This is an optimization exercise on Yosys and OpenROAD, whose aim is a short achievable clock period and few clock cycles, not a production implementation. At most, simulation tests tie the RTL to the original design; equivalence was not proved. The flow treats the clock pin as an ideal source. Dropping or thinning the clock tree relies on that and would not hold on a real chip. Power figures rest on the tool's default switching activity, not on a simulated workload.

job 101:
// TopLevel
module TopLevel(
  input        CLK,
  input        reset,
  input        start,
  output       halt,
  output [7:0] mem_addr,
  output       mem_re,
  output       mem_we,
  output [7:0] mem_wdata,
  input  [7:0] mem_rdata
);
  localparam logic [2:0] K_RLO = 3'd0, K_RHI = 3'd1, K_WLO = 3'd2, K_WHI = 3'd3,
                         K_RPAT = 3'd4, K_RSTR = 3'd5, K_NONE = 3'd6, K_WP3 = 3'd7;
  function automatic logic [15:0] encode(input logic [10:0] d);
    logic p1, p2, p4, p8, p16;
    p8  = ^d[10:4];
    p4  = (^d[10:7]) ^ (^d[3:1]);
    p2  = d[10]^d[9]^d[6]^d[5]^d[3]^d[2]^d[0];
    p1  = d[10]^d[8]^d[6]^d[4]^d[3]^d[1]^d[0];
    p16 = ^d ^ p8 ^ p4 ^ p2 ^ p1;
    encode = {d[10:4], p8, d[3:1], p4, d[0], p2, p1, p16};
  endfunction
  function automatic logic [15:0] decode(input logic [15:0] c);
    logic [3:0]  s;
    logic        par, dbl;
    logic [15:0] e;
    logic [10:0] d;
    s = '0;
    for (int k = 1; k < 16; k++)
      if (c[k]) s = s ^ 4'(k);
    par = ^c;
    e = par ? (16'h1 << s) : 16'h0;
    e = c ^ e;
    d = {e[15:9], e[7:5], e[3]};
    dbl = !par && (s != 4'd0);
    if (dbl) begin
      if (s == 4'd11) d = d ^ 11'h030;
      if (s == 4'd13) d = d ^ 11'h090;
      if (s == 4'd14) d = d ^ 11'h0a0;
    end
    decode = {dbl, 4'b0, d};
  endfunction
  function automatic logic [3:0] in_hits(input logic [7:0] b, input logic [4:0] pt);
    logic [3:0] h;
    for (int o = 0; o < 4; o++)
      h[o] = (b[7-o -: 5] == pt);
    in_hits = h;
  endfunction
  function automatic logic [3:0] cross_hits(input logic [7:0] a, input logic [7:0] b, input logic [4:0] pt);
    logic [15:0] w;
  ...
For scale: roughly 650 cells after synthesis, ~30 I/O pins.
export LEC_CHECK = 0
export ABC_CLOCK_PERIOD_IN_PS = 2000
export CAP_MARGIN = 40
export CORE_MARGIN = 2
export CORE_UTILIZATION = 25
export SETUP_SLACK_MARGIN = 5
export SLEW_MARGIN = 40
export SYNTH_MEMORY_MAX_BITS = 16384
create_clock -name core_clock -period 10.0 [get_ports {CLK}]
standard.sh (not shown) runs the stock make flow with config.mk's settings and CLKGATE_MAP_FILE= SYNTH_SCRIPT=/design/flow/synth_recipe.tcl, a recipe that flattens the netlist after the stock synthesis.
==> flow/flow/run.sh <==
#!/bin/bash
# Standard ORFS layout (the standard.sh) with three changes to how it is
# made; the clock period and I/O constraints are unchanged:
#  - timing repair aims at a 7.3 ns setup margin instead of stopping at the
#    10 ns constraint, and may resize cells across footprints;
#  - port buffers are sky130_fd_sc_hd__buf_4;
#  - at the end of the CTS step, flow/cts_tree.tcl replaces the clock tree
#    with a balanced one-level tree: the clock port feeds 4 clkbuf_16, each
#    driving a quarter of the flip-flops.
# make's output goes to make_finish.log; each ORFS step keeps its own log
# under orfs/logs.
set -euo pipefail
export MAN_CTS_NBUF=4 MAN_CTS_NLEAF=0
bash standard.sh \
  SETUP_SLACK_MARGIN=7.3 \
  MATCH_CELL_FOOTPRINT=0 \
  "BUFFER_PORTS_ARGS=-buffer_cell sky130_fd_sc_hd__buf_4" \
  POST_CTS_TCL=$PWD/flow/cts_tree.tcl \
  finish > make_finish.log 2>&1
Other scripts of this flow, unchanged in this note and not shown: flow/flow/cts_tree.tcl
Changes in job 102 relative to job 101:
diff --git a/flow/design.v b/flow/design.v
--- a/flow/design.v
+++ b/flow/design.v
@@ -78,101 +78,92 @@
   wire [7:0]  t_addr = t_rd ? t_rda : (p3 ? t_p3w : wp);
   wire        t_lst  = p3 ? (s == 6'd36) : (s == 6'd59);
   logic [15:0] raw_r;           
   logic [7:0]  hi_r;            
   logic [4:0]  pat_r;           
   logic [7:0]  c1_r;            
   logic [5:0]  c2_r;            
   logic [6:0]  cx_r;            
   wire [15:0] code    = (prog_r == 2'd0) ? encode(raw_r[10:0]) : decode(raw_r);
-  wire        cnt_on  = p3 && !halt_r && (a_step >= 6'd3) && (a_step <= 6'd34);
+  logic [2:0]  hcnt_r, xcnt_r;  
+  wire        hit_on  = p3 && !halt_r && (a_step >= 6'd3) && (a_step <= 6'd34);
+  wire        acc_on  = p3 && !halt_r && (a_step >= 6'd4) && (a_step <= 6'd35);
   wire        first   = (a_step == 6'd3);
   wire [3:0]  hit_cur = in_hits(raw_r[7:0], pat_r);
   wire [3:0]  hit_x   = first ? 4'b0 : cross_hits(raw_r[15:8], raw_r[7:0], pat_r);
-  wire [7:0]  c1_n    = c1_r + (cnt_on ? {5'b0, cnt4(hit_cur)} : 8'd0);
-  wire [5:0]  c2_n    = c2_r + {5'b0, cnt_on && (|hit_cur)};
-  wire [6:0]  cx_n    = cx_r + (cnt_on ? {4'b0, cnt4(hit_x)} : 7'd0);
   logic [7:0] wdata_n;
   always_comb begin
     case (t_kind)
       K_WLO:   wdata_n = code[7:0];
       K_WHI:   wdata_n = hi_r;
       K_WP3:   case (s[1:0])
-                 2'd2:    wdata_n = {2'b0, c2_n};        
-                 2'd3:    wdata_n = c1_r;                
+                 2'd2:    wdata_n = {2'b0, (|hit_cur) ? c2_r + 6'd1 : c2_r};    
+                 2'd3:    wdata_n = c1_r + {5'b0, hcnt_r};   
                  default: wdata_n = c1_r + {1'b0, cx_r};  
                endcase
       default: wdata_n = 8'h00;
     endcase
   end
-  function automatic logic [7:0] first_addr(input logic [1:0] p, input logic k);
-    case (p)
-      2'd0:    first_addr = {7'd0, k};
-      2'd1:    first_addr = {7'd32, k};
-      default: first_addr = k ? 8'd128 : 8'd160;
-    endcase
-  endfunction
-  function automatic logic [2:0] first_kind(input logic [1:0] p, input logic k);
-    if (p == 2'd2) first_kind = k ? K_RSTR : K_RPAT;
-    else           first_kind = k ? K_RHI : K_RLO;
-  endfunction
   wire [1:0] ip = (halt_r || !last_r) ? prog_r : prog_n;    
+  wire [7:0] ip_addr  = (ip == 2'd0) ? 8'd0 : (ip == 2'd1) ? 8'd64 : 8'd160;
+  wire [7:0] ip_delta = (ip == 2'd2) ? 8'h20 : 8'h01;
+  wire [2:0] ip_kind  = (ip == 2'd2) ? K_RPAT : K_RLO;
+  wire       go1      = halt_r && start;
   always_ff @(posedge CLK) begin
     if (reset) begin
       halt_r  <= 1'b1;
       prog_r  <= 2'd0;
       last_r  <= 1'b0;
       re_r    <= 1'b1;
       we_r    <= 1'b0;
-      addr_r  <= first_addr(2'd0, 1'b0);
-      kind_r  <= first_kind(2'd0, 1'b0);
-      a_step  <= 6'd1;
-      rp      <= 5'd1;
+      addr_r  <= 8'd0;
+      kind_r  <= K_RLO;
+      a_step  <= 6'd2;
+      rp      <= 5'd2;
       wp      <= 8'd30;
     end else if (halt_r || last_r) begin
       halt_r  <= halt_r ? !start : 1'b1;
       prog_r  <= ip;
       last_r  <= 1'b0;
       re_r    <= 1'b1;
       we_r    <= 1'b0;
+      addr_r  <= ip_addr ^ (go1 ? ip_delta : 8'h00);
+      kind_r  <= {ip_kind[2:1], go1};
+      a_step  <= 6'd2;
+      rp      <= (ip == 2'd2) ? 5'd1 : 5'd2;
       wp      <= (ip == 2'd0) ? 8'd30 : 8'd94;
-      if (halt_r && start) begin
-        addr_r  <= first_addr(ip, 1'b1);
-        kind_r  <= first_kind(ip, 1'b1);
-        a_step  <= 6'd2;
-        rp      <= (ip == 2'd2) ? 5'd1 : 5'd2;
-      end else begin
-        addr_r  <= first_addr(ip, 1'b0);
-        kind_r  <= first_kind(ip, 1'b0);
-        a_step  <= 6'd1;
-        rp      <= (ip == 2'd2) ? 5'd0 : 5'd1;
-      end
     end else begin
       re_r    <= t_rd;
       we_r    <= t_wr;
       addr_r  <= t_addr;
       kind_r  <= t_kind;
       last_r  <= t_lst;
       a_step  <= a_step + 6'd1;
       if (t_rd) rp <= rp + 5'd1;
       if (t_wr) wp <= wp + 8'd1;
     end
   end
   always_ff @(posedge CLK) begin
     wdata_r <= wdata_n;
     if (t_kind == K_WLO) hi_r <= code[15:8];
     if (kind_r == K_RLO || kind_r == K_RSTR) raw_r[7:0] <= mem_rdata;
     if (kind_r == K_RHI) raw_r[15:8] <= mem_rdata;
     if (kind_r == K_RSTR) raw_r[15:8] <= raw_r[7:0];
     if (kind_r == K_RPAT) pat_r <= mem_rdata[4:0];
+    hcnt_r <= cnt4(hit_cur);
+    xcnt_r <= cnt4(hit_x);
     if (kind_r == K_RPAT) begin
       c1_r <= '0; c2_r <= '0; cx_r <= '0;
     end else begin
-      c1_r <= c1_n; c2_r <= c2_n; cx_r <= cx_n;
+      if (acc_on) begin
+        c1_r <= c1_r + {5'b0, hcnt_r};
+        cx_r <= cx_r + {4'b0, xcnt_r};
+      end
+      if (hit_on && (|hit_cur)) c2_r <= c2_r + 6'd1;
     end
   end
   assign halt      = halt_r;
   assign mem_addr  = addr_r;
   assign mem_re    = re_r;
   assign mem_we    = we_r;
   assign mem_wdata = wdata_r;
 endmodule
==> comparison <==
Compared with job 101, in job 102 via count of the first global-routing pass increased by 6.0% relative to the old numbers; total clock sinks increased by about 6% relative to the old numbers.
Of job 101 and job 102, job 101 shows the higher global-route usage, with job 102 below it.
Changes observed in job 102 relative to job 101: met3 wirelength from detailed routing increased 29%, xor/xnor cell area share of the yosys netlist increased 0.84 points.
The cell count after synthesis of job 102 exceeds that of job 101 by 60.
Side by side, clock network power share turned out higher in job 102 than in job 101.
Going from job 101 to job 102, combinational share of power shows a reduction of 4.2 points, worst-case setup margin in the final layout shows an increase of 580 ps, total leakage power shows an increase of about 9%.
Testbench counts of job 102, summed over its fixed seeds: cycles 5,056.
No functional check of the RTL was part of job 101. No run of this note takes its clock network from TritonCTS; it comes from the design's own scripts or RTL.

port drivers added, routing unchanged:
Ports are ideal in the flow. The routed layouts listed here were re-timed in OpenROAD. Step 1, drivers: a clkbuf_16 drives CLK and a buf_2 each remaining input, both assumed. Step 2 also shifts input and output timing later by t, the mid clock arrival at the registers, as if the neighbouring blocks saw the same clock. a / b / c = ideal ports / drivers / drivers and shift; a / b = the first two.
run | t, ns | setup slack, ns | worst setup path at the end
job 101 | 0.243 | 6.742 / 6.742 / 6.742 | register to register
job 102 | 0.254 | 7.317 / 7.233 / 7.218 | input to register
After both steps setup and hold are still met in every run listed. For job 102, which loses most, drivers alone change the setup slack by -0.084 ns; drivers and shift together by -0.099 ns.
